This design comes from an exercise in tuning for small area and a short achievable clock period on the open sky130 flow, not from production work.
Where RTL was checked, it was by simulation tests only, not by an equivalence proof against the original.
No activity file was given, so power comes from the tool's default toggle rates.

==> job 6094: inputs <==
## BLOCK_ULA_OPS
module BLOCK_ULA_OPS #(
    parameter DATA_WIDTH = 8,
    parameter ADDR_WIDTH = 12,
    parameter ULA_WIDTH = 24
    ) (
        input clk,
        input [(ADDR_WIDTH-1):0] MUX_REG1_IN,                    
        input [(DATA_WIDTH-1):0] REG1_IN,
        input [(DATA_WIDTH-1):0] MUX_REG2_IN_0,  
        input [(ADDR_WIDTH-1):0] MUX_REG2_IN_1,  
        input [(ADDR_WIDTH-1):0] MUX_REG2_IN_2,  
        input [(DATA_WIDTH-1):0] REG2_IN,
        output wire [(ULA_WIDTH-1):0] ULA_OUT,
        output reg REG_COMP_OUT,
        output reg REG_OVERFLOW_OUT,
        input [1:0] SEL_MUX1,
        input [1:0] SEL_MUX2,
        input CTRL_REG_OP1, CTRL_REG_OP2,
        input CTRL_REG_OVERFLOW, CTRL_REG_COMP,
        input [3:0] SEL_ULA
    );
export LEC_CHECK = 0
export CAP_MARGIN = 20
export CORE_MARGIN = 2
export CORE_UTILIZATION = 65
export PLACE_DENSITY = 0.75
export SLEW_MARGIN = 20
export SYNTH_HIERARCHICAL = 1
create_clock -name core_clock -period 11.0 [get_ports {clk}]
standard.sh (not shown) runs the stock make flow with config.mk's settings and CLKGATE_MAP_FILE= SYNTH_SCRIPT=/design/flow/synth_recipe.tcl, a recipe that flattens the netlist after the stock synthesis.
==> flow/flow/run.sh <==
#!/bin/bash
# The standard layout, with the port buffers that buffer_ports inserts made
# sky130_fd_sc_hd__buf_1 instead of the cell it picks on its own.
set -euo pipefail
bash standard.sh BUFFER_PORTS_ARGS="-buffer_cell sky130_fd_sc_hd__buf_1" finish > standard_make.log 2>&1
==> job 8860 (differences from job 6094) <==
--- a/flow/design.v
+++ b/flow/design.v
@@ -1,17 +1,11 @@
 module ULA_FA (input a, input b, input c, output s, output co);
     assign s = a ^ b ^ c;
     assign co = (a & b) | (a & c) | (b & c);
 endmodule
-module ULA_HS (input a, input b, output s);
-    assign s = ~(a ^ b);
-endmodule
-module ULA_HC (input a, input b, output co);
-    assign co = a | b;
-endmodule
 module BLOCK_ULA_OPS #(
     parameter DATA_WIDTH = 8,
     parameter ADDR_WIDTH = 12,
     parameter ULA_WIDTH = 24
     ) (
         input clk,
         input [(ADDR_WIDTH-1):0] MUX_REG1_IN,                    
@@ -120,17 +114,17 @@
     ULA_FA fa14 (.a(ppn[3][4]), .b(ppn[4][3]), .c(ppn[5][2]), .s(ts_29), .co(tc_30));
     ULA_FA fa15 (.a(ppn[0][8]), .b(ppn[1][7]), .c(ppn[2][6]), .s(ts_31), .co(tc_32));
     ULA_FA fa16 (.a(ppn[3][5]), .b(ppn[4][4]), .c(ppn[5][3]), .s(ts_33), .co(tc_34));
     ULA_FA fa17 (.a(ppn[6][2]), .b(ppn[8][0]), .c(ppn[7][1]), .s(ts_35), .co(tc_36));
     ULA_FA fa18 (.a(ppn[3][6]), .b(ppn[4][5]), .c(ppn[5][4]), .s(ts_37), .co(tc_38));
     ULA_FA fa19 (.a(ppn[6][3]), .b(ppn[7][2]), .c(ppn[9][0]), .s(ts_39), .co(tc_40));
     ULA_FA fa20 (.a(ppn[6][4]), .b(ppn[7][3]), .c(ppn[8][2]), .s(ts_43), .co(tc_44));
-    ULA_FA fa21 (.a(ppn[10][0]), .b(tc_2), .c(ts_3), .s(ts_45), .co(tc_46));
-    ULA_FA fa22 (.a(ppn[9][2]), .b(ppn[11][0]), .c(tc_4), .s(ts_49), .co(tc_50));
-    ULA_FA fa23 (.a(tc_6), .b(ts_7), .c(ts_9), .s(ts_51), .co(tc_52));
+    ULA_FA fa21 (.a(ppn[10][0]), .b(ppn[9][1]), .c(tc_2), .s(ts_45), .co(tc_46));
+    ULA_FA fa22 (.a(ppn[9][2]), .b(ppn[11][0]), .c(ppn[10][1]), .s(ts_49), .co(tc_50));
+    ULA_FA fa23 (.a(tc_4), .b(tc_6), .c(ts_7), .s(ts_51), .co(tc_52));
     ULA_FA fa24 (.a(ppn[11][1]), .b(ppn[1][11]), .c(tc_8), .s(ts_55), .co(tc_56));
     ULA_FA fa25 (.a(tc_10), .b(tc_12), .c(ts_13), .s(ts_57), .co(tc_58));
     ULA_FA fa26 (.a(ppn[9][4]), .b(ppn[10][3]), .c(ppn[11][2]), .s(ts_61), .co(tc_62));
     ULA_FA fa27 (.a(ppn[2][11]), .b(tc_14), .c(tc_16), .s(ts_63), .co(tc_64));
     ULA_FA fa28 (.a(tc_18), .b(ts_19), .c(ts_21), .s(ts_65), .co(tc_66));
     ULA_FA fa29 (.a(ppn[7][7]), .b(ppn[8][6]), .c(ppn[9][5]), .s(ts_67), .co(tc_68));
     ULA_FA fa30 (.a(ppn[10][4]), .b(ppn[11][3]), .c(ppn[3][11]), .s(ts_69), .co(tc_70));
@@ -141,95 +135,84 @@
     ULA_FA fa35 (.a(ppn[6][10]), .b(ppn[7][9]), .c(ppn[8][8]), .s(ts_79), .co(tc_80));
     ULA_FA fa36 (.a(ppn[9][7]), .b(ppn[10][6]), .c(ppn[11][5]), .s(ts_81), .co(tc_82));
     ULA_FA fa37 (.a(ppn[7][10]), .b(ppn[8][9]), .c(ppn[9][8]), .s(ts_83), .co(tc_84));
     ULA_FA fa38 (.a(ppn[0][4]), .b(ppn[1][3]), .c(ppn[2][2]), .s(ts_85), .co(tc_86));
     ULA_FA fa39 (.a(ppn[0][5]), .b(ppn[1][4]), .c(ppn[2][3]), .s(ts_87), .co(tc_88));
     ULA_FA fa40 (.a(ppn[3][2]), .b(ppn[5][0]), .c(ppn[4][1]), .s(ts_89), .co(tc_90));
     ULA_FA fa41 (.a(ppn[3][3]), .b(ppn[4][2]), .c(ppn[6][0]), .s(ts_91), .co(tc_92));
-    ULA_FA fa42 (.a(ppn[7][0]), .b(tc_26), .c(ts_27), .s(ts_95), .co(tc_96));
+    ULA_FA fa42 (.a(ppn[7][0]), .b(ppn[6][1]), .c(tc_26), .s(ts_95), .co(tc_96));
     ULA_FA fa43 (.a(tc_28), .b(tc_30), .c(ts_31), .s(ts_99), .co(tc_100));
-    ULA_FA fa44 (.a(tc_32), .b(tc_34), .c(ts_37), .s(ts_103), .co(tc_104));
-    ULA_FA fa45 (.a(ts_39), .b(tc_36), .c(ts_41), .s(ts_105), .co(tc_106));
+    ULA_FA fa44 (.a(tc_32), .b(tc_34), .c(tc_36), .s(ts_103), .co(tc_104));
+    ULA_FA fa45 (.a(ts_37), .b(ts_39), .c(ts_41), .s(ts_105), .co(tc_106));
     ULA_FA fa46 (.a(tc_38), .b(tc_40), .c(ts_43), .s(ts_107), .co(tc_108));
     ULA_FA fa47 (.a(ts_45), .b(tc_42), .c(ts_47), .s(ts_109), .co(tc_110));
     ULA_FA fa48 (.a(tc_44), .b(ts_49), .c(tc_46), .s(ts_111), .co(tc_112));
-    ULA_FA fa49 (.a(ts_51), .b(tc_48), .c(ts_53), .s(ts_113), .co(tc_114));
+    ULA_FA fa49 (.a(tc_48), .b(ts_51), .c(ts_53), .s(ts_113), .co(tc_114));
     ULA_FA fa50 (.a(tc_50), .b(ts_55), .c(tc_52), .s(ts_115), .co(tc_116));
-    ULA_FA fa51 (.a(ts_57), .b(ts_59), .c(tc_54), .s(ts_117), .co(tc_118));
+    ULA_FA fa51 (.a(tc_54), .b(ts_57), .c(ts_59), .s(ts_117), .co(tc_118));
     ULA_FA fa52 (.a(ts_61), .b(tc_56), .c(tc_58), .s(ts_119), .co(tc_120));
     ULA_FA fa53 (.a(tc_60), .b(ts_63), .c(ts_65), .s(ts_121), .co(tc_122));
     ULA_FA fa54 (.a(tc_62), .b(ts_67), .c(ts_69), .s(ts_123), .co(tc_124));
     ULA_FA fa55 (.a(tc_64), .b(tc_66), .c(ts_71), .s(ts_125), .co(tc_126));
-    ULA_FA fa56 (.a(tc_68), .b(ts_73), .c(ts_75), .s(ts_127), .co(tc_128));
-    ULA_FA fa57 (.a(tc_70), .b(ts_77), .c(tc_72), .s(ts_129), .co(tc_130));
+    ULA_FA fa56 (.a(tc_68), .b(tc_70), .c(ts_73), .s(ts_127), .co(tc_128));
+    ULA_FA fa57 (.a(ts_75), .b(ts_77), .c(tc_72), .s(ts_129), .co(tc_130));
     ULA_FA fa58 (.a(ppn[5][11]), .b(tc_74), .c(tc_76), .s(ts_131), .co(tc_132));
     ULA_FA fa59 (.a(ts_79), .b(ts_81), .c(tc_78), .s(ts_133), .co(tc_134));
     ULA_FA fa60 (.a(ppn[10][7]), .b(ppn[11][6]), .c(ppn[6][11]), .s(ts_135), .co(tc_136));
     ULA_FA fa61 (.a(tc_80), .b(tc_82), .c(ts_83), .s(ts_137), .co(tc_138));
     ULA_FA fa62 (.a(ppn[8][10]), .b(ppn[9][9]), .c(ppn[10][8]), .s(ts_139), .co(tc_140));
     ULA_FA fa63 (.a(ppn[11][7]), .b(ppn[7][11]), .c(tc_84), .s(ts_141), .co(tc_142));
     ULA_FA fa64 (.a(ppn[9][10]), .b(ppn[10][9]), .c(ppn[11][8]), .s(ts_143), .co(tc_144));
     ULA_FA fa65 (.a(ppn[0][3]), .b(ppn[1][2]), .c(ppn[3][0]), .s(ts_145), .co(tc_146));
-    ULA_FA fa66 (.a(ppn[4][0]), .b(ts_85), .c(ppn[3][1]), .s(ts_147), .co(tc_148));
+    ULA_FA fa66 (.a(ppn[4][0]), .b(ppn[3][1]), .c(ts_85), .s(ts_147), .co(tc_148));
     ULA_FA fa67 (.a(tc_86), .b(ts_87), .c(ts_89), .s(ts_149), .co(tc_150));
-    ULA_FA fa68 (.a(tc_88), .b(ts_91), .c(tc_90), .s(ts_151), .co(tc_152));
+    ULA_FA fa68 (.a(tc_88), .b(tc_90), .c(ts_91), .s(ts_151), .co(tc_152));
     ULA_FA fa69 (.a(tc_92), .b(ts_95), .c(tc_94), .s(ts_153), .co(tc_154));
-    ULA_FA fa70 (.a(tc_96), .b(ts_99), .c(tc_98), .s(ts_155), .co(tc_156));
+    ULA_FA fa70 (.a(tc_96), .b(tc_98), .c(ts_99), .s(ts_155), .co(tc_156));
     ULA_FA fa71 (.a(tc_100), .b(ts_103), .c(tc_102), .s(ts_157), .co(tc_158));
     ULA_FA fa72 (.a(tc_104), .b(ts_107), .c(tc_106), .s(ts_159), .co(tc_160));
     ULA_FA fa73 (.a(tc_108), .b(ts_111), .c(tc_110), .s(ts_161), .co(tc_162));
-    ULA_FA fa74 (.a(tc_112), .b(ts_115), .c(ts_117), .s(ts_163), .co(tc_164));
-    ULA_FA fa75 (.a(tc_116), .b(ts_119), .c(ts_121), .s(ts_165), .co(tc_166));
+    ULA_FA fa74 (.a(tc_112), .b(ts_115), .c(tc_114), .s(ts_163), .co(tc_164));
+    ULA_FA fa75 (.a(tc_116), .b(ts_119), .c(tc_118), .s(ts_165), .co(tc_166));
     ULA_FA fa76 (.a(ts_123), .b(tc_120), .c(tc_122), .s(ts_167), .co(tc_168));
-    ULA_FA fa77 (.a(ts_127), .b(tc_124), .c(ts_129), .s(ts_169), .co(tc_170));
+    ULA_FA fa77 (.a(tc_124), .b(ts_127), .c(ts_129), .s(ts_169), .co(tc_170));
     ULA_FA fa78 (.a(tc_128), .b(ts_131), .c(ts_133), .s(ts_171), .co(tc_172));
     ULA_FA fa79 (.a(ts_135), .b(tc_132), .c(ts_137), .s(ts_173), .co(tc_174));
-    ULA_FA fa80 (.a(ts_139), .b(tc_136), .c(ts_141), .s(ts_175), .co(tc_176));
+    ULA_FA fa80 (.a(tc_136), .b(ts_139), .c(ts_141), .s(ts_175), .co(tc_176));
     ULA_FA fa81 (.a(ppn[8][11]), .b(tc_140), .c(ts_143), .s(ts_177), .co(tc_178));
     ULA_FA fa82 (.a(ppn[10][10]), .b(ppn[11][9]), .c(ppn[9][11]), .s(ts_179), .co(tc_180));
     ULA_FA fa83 (.a(ppn[0][0]), .b(xn[0]), .c(cinn), .s(ts_181), .co(tc_182));
     ULA_FA fa84 (.a(ppn[0][2]), .b(ppn[2][0]), .c(ppn[1][1]), .s(ts_185), .co(tc_186));
-    ULA_FA fa85 (.a(ts_93), .b(ts_151), .c(tc_150), .s(ts_193), .co(tc_194));
-    ULA_FA fa86 (.a(ts_97), .b(tc_152), .c(ts_153), .s(ts_195), .co(tc_196));
-    ULA_FA fa87 (.a(tc_154), .b(ts_155), .c(ts_101), .s(ts_197), .co(tc_198));
+    ULA_FA fa85 (.a(tc_150), .b(ts_151), .c(ts_93), .s(ts_193), .co(tc_194));
+    ULA_FA fa86 (.a(tc_152), .b(ts_97), .c(ts_153), .s(ts_195), .co(tc_196));
+    ULA_FA fa87 (.a(ts_101), .b(tc_154), .c(ts_155), .s(ts_197), .co(tc_198));
     ULA_FA fa88 (.a(tc_156), .b(ts_105), .c(ts_157), .s(ts_199), .co(tc_200));
-    ULA_FA fa89 (.a(ts_109), .b(tc_158), .c(ts_159), .s(ts_201), .co(tc_202));
+    ULA_FA fa89 (.a(tc_158), .b(ts_109), .c(ts_159), .s(ts_201), .co(tc_202));
     ULA_FA fa90 (.a(ts_113), .b(tc_160), .c(ts_161), .s(ts_203), .co(tc_204));
-    ULA_FA fa91 (.a(tc_114), .b(tc_162), .c(ts_163), .s(ts_205), .co(tc_206));
-    ULA_FA fa92 (.a(tc_118), .b(ts_165), .c(tc_164), .s(ts_207), .co(tc_208));
+    ULA_FA fa91 (.a(ts_117), .b(tc_162), .c(ts_163), .s(ts_205), .co(tc_206));
+    ULA_FA fa92 (.a(ts_121), .b(tc_164), .c(ts_165), .s(ts_207), .co(tc_208));
     ULA_FA fa93 (.a(ts_125), .b(tc_166), .c(ts_167), .s(ts_209), .co(tc_210));
     ULA_FA fa94 (.a(tc_126), .b(tc_168), .c(ts_169), .s(ts_211), .co(tc_212));
     ULA_FA fa95 (.a(tc_130), .b(ts_171), .c(tc_170), .s(ts_213), .co(tc_214));
     ULA_FA fa96 (.a(tc_134), .b(ts_173), .c(tc_172), .s(ts_215), .co(tc_216));
     ULA_FA fa97 (.a(tc_138), .b(ts_175), .c(tc_174), .s(ts_217), .co(tc_218));
     ULA_FA fa98 (.a(tc_142), .b(ts_177), .c(tc_176), .s(ts_219), .co(tc_220));
     ULA_FA fa99 (.a(tc_144), .b(ts_179), .c(tc_178), .s(ts_221), .co(tc_222));
     ULA_FA fa100 (.a(ppn[11][10]), .b(ppn[10][11]), .c(tc_180), .s(ts_223), .co(tc_224));
-    ULA_HS ha0s (.a(ts_1), .b(ppn[8][1]), .s(ts_41));
-    ULA_HC ha0c (.a(ts_1), .b(ppn[8][1]), .co(tc_42));
-    ULA_HS ha1s (.a(ts_5), .b(ppn[9][1]), .s(ts_47));
-    ULA_HC ha1c (.a(ts_5), .b(ppn[9][1]), .co(tc_48));
-    ULA_HS ha2s (.a(ts_11), .b(ppn[10][1]), .s(ts_53));
-    ULA_HC ha2c (.a(ts_11), .b(ppn[10][1]), .co(tc_54));
-    ULA_HS ha3s (.a(ts_15), .b(ts_17), .s(ts_59));
-    ULA_HC ha3c (.a(ts_15), .b(ts_17), .co(tc_60));
-    ULA_HS ha4s (.a(ts_25), .b(ppn[5][1]), .s(ts_93));
-    ULA_HC ha4c (.a(ts_25), .b(ppn[5][1]), .co(tc_94));
-    ULA_HS ha5s (.a(ts_29), .b(ppn[6][1]), .s(ts_97));
-    ULA_HC ha5c (.a(ts_29), .b(ppn[6][1]), .co(tc_98));
-    ULA_HS ha6s (.a(ts_33), .b(ts_35), .s(ts_101));
-    ULA_HC ha6c (.a(ts_33), .b(ts_35), .co(tc_102));
-    ULA_HS ha7s (.a(ppn[1][0]), .b(ppn[0][1]), .s(ts_183));
-    ULA_HC ha7c (.a(ppn[1][0]), .b(ppn[0][1]), .co(tc_184));
-    ULA_HS ha8s (.a(ts_145), .b(ppn[2][1]), .s(ts_187));
-    ULA_HC ha8c (.a(ts_145), .b(ppn[2][1]), .co(tc_188));
-    ULA_HS ha9s (.a(tc_146), .b(ts_147), .s(ts_189));
-    ULA_HC ha9c (.a(tc_146), .b(ts_147), .co(tc_190));
-    ULA_HS ha10s (.a(tc_148), .b(ts_149), .s(ts_191));
-    ULA_HC ha10c (.a(tc_148), .b(ts_149), .co(tc_192));
+    ULA_FA ha0 (.a(ppn[8][1]), .b(ts_1), .c(1'b1), .s(ts_41), .co(tc_42));
+    ULA_FA ha1 (.a(ts_3), .b(ts_5), .c(1'b1), .s(ts_47), .co(tc_48));
+    ULA_FA ha2 (.a(ts_9), .b(ts_11), .c(1'b1), .s(ts_53), .co(tc_54));
+    ULA_FA ha3 (.a(ts_15), .b(ts_17), .c(1'b1), .s(ts_59), .co(tc_60));
+    ULA_FA ha4 (.a(ppn[5][1]), .b(ts_25), .c(1'b1), .s(ts_93), .co(tc_94));
+    ULA_FA ha5 (.a(ts_27), .b(ts_29), .c(1'b1), .s(ts_97), .co(tc_98));
+    ULA_FA ha6 (.a(ts_33), .b(ts_35), .c(1'b1), .s(ts_101), .co(tc_102));
+    ULA_FA ha7 (.a(ppn[1][0]), .b(ppn[0][1]), .c(1'b1), .s(ts_183), .co(tc_184));
+    ULA_FA ha8 (.a(ppn[2][1]), .b(ts_145), .c(1'b1), .s(ts_187), .co(tc_188));
+    ULA_FA ha9 (.a(tc_146), .b(ts_147), .c(1'b1), .s(ts_189), .co(tc_190));
+    ULA_FA ha10 (.a(tc_148), .b(ts_149), .c(1'b1), .s(ts_191), .co(tc_192));
     wire [23:0] row1 = {(hn23), tc_224, tc_222, tc_220, tc_218, tc_216, tc_214, tc_212, tc_210, tc_208, tc_206, tc_204, tc_202, tc_200, tc_198, tc_196, tc_194, tc_192, tc_190, tc_188, tc_186, tc_184, tc_182, ts_181};
     wire [23:0] row2 = {1'b1, ppn[11][11], ts_223, ts_221, ts_219, ts_217, ts_215, ts_213, ts_211, ts_209, ts_207, ts_205, ts_203, ts_201, ts_199, ts_197, ts_195, ts_193, ts_191, ts_189, ts_187, ts_185, ts_183, 1'b1};
     wire [23:0] cp = row1 ^ row2;
     wire [23:0] cg = row1 & row2;
     wire ag1 = cg[1] | (cp[1] & (cg[0] | cp[0]));
     wire ag2 = cg[2] | (cp[2] & ag1);
     wire ag3 = cg[3] | (cp[3] & ag2);
==> job 4127 (differences from job 6094) <==
SETUP_SLACK_MARGIN = 0.9   (was default)
==> notes <==
- Job 6094 produced a clean layout. Job 8860 passed the timing, DRC and antenna checks. Job 4127 passed the timing, DRC and antenna checks.
- In job 4127 the routed wire length is higher than in job 8860, by about 4.5%.
- In job 8860 the via count is lower than in job 6094, by 2.7%.
- Worst setup slack: job 8860 < job 6094 < job 4127.
- Synthesized area is the same in job 6094 and job 4127.
- The highest clock skew belongs to job 8860, the lowest to job 6094.
- Sequential share of layout area, highest first: job 6094, job 8860, job 4127.
- Design area, highest first: job 4127, job 8860, job 6094.
- Clock power: job 4127 is smaller than job 8860 (about 4.5%).
- Against job 4127, the die area of job 8860 is larger by about 1.4%.
Function not checked in job 6094 and job 4127: the RTL went through the layout flow alone.

-- static timing again, ports no longer ideal --
No port has a modelled driver above. Below, the same layouts with a new extraction and two added sets of constraints.
Step 1 sets driving cells, clkbuf_16 on the clock port and buf_2 on the other inputs (assumed; they add their load-dependent delay and slew).
Step 2 adds t to the input delays and takes it off the output delays; t is the mean of the earliest and latest rising clock arrival at the registers after step 1. Input paths then give back, and output paths get back, about the clock's delay inside the block.
a / b / c = ideal ports / drivers / drivers and shift; a / b = the first two.
run | t (ns) | setup WS [ns] | worst setup path at the end | latest minus earliest clock arrival (ns)
job 6094 | 0.280 | 0.506 / 0.484 / 0.484 | input to output | 0.002 / 0.002
job 8860 | 0.284 | 0.426 / 0.397 / 0.397 | input to output | 0.006 / 0.006
job 4127 | 0.282 | 1.018 / 0.997 / 0.997 | input to output | 0.002 / 0.003
After both steps every run listed still meets setup and hold. For job 8860, which loses most, drivers alone change the setup slack by -0.029 ns; drivers and shift together by -0.029 ns.
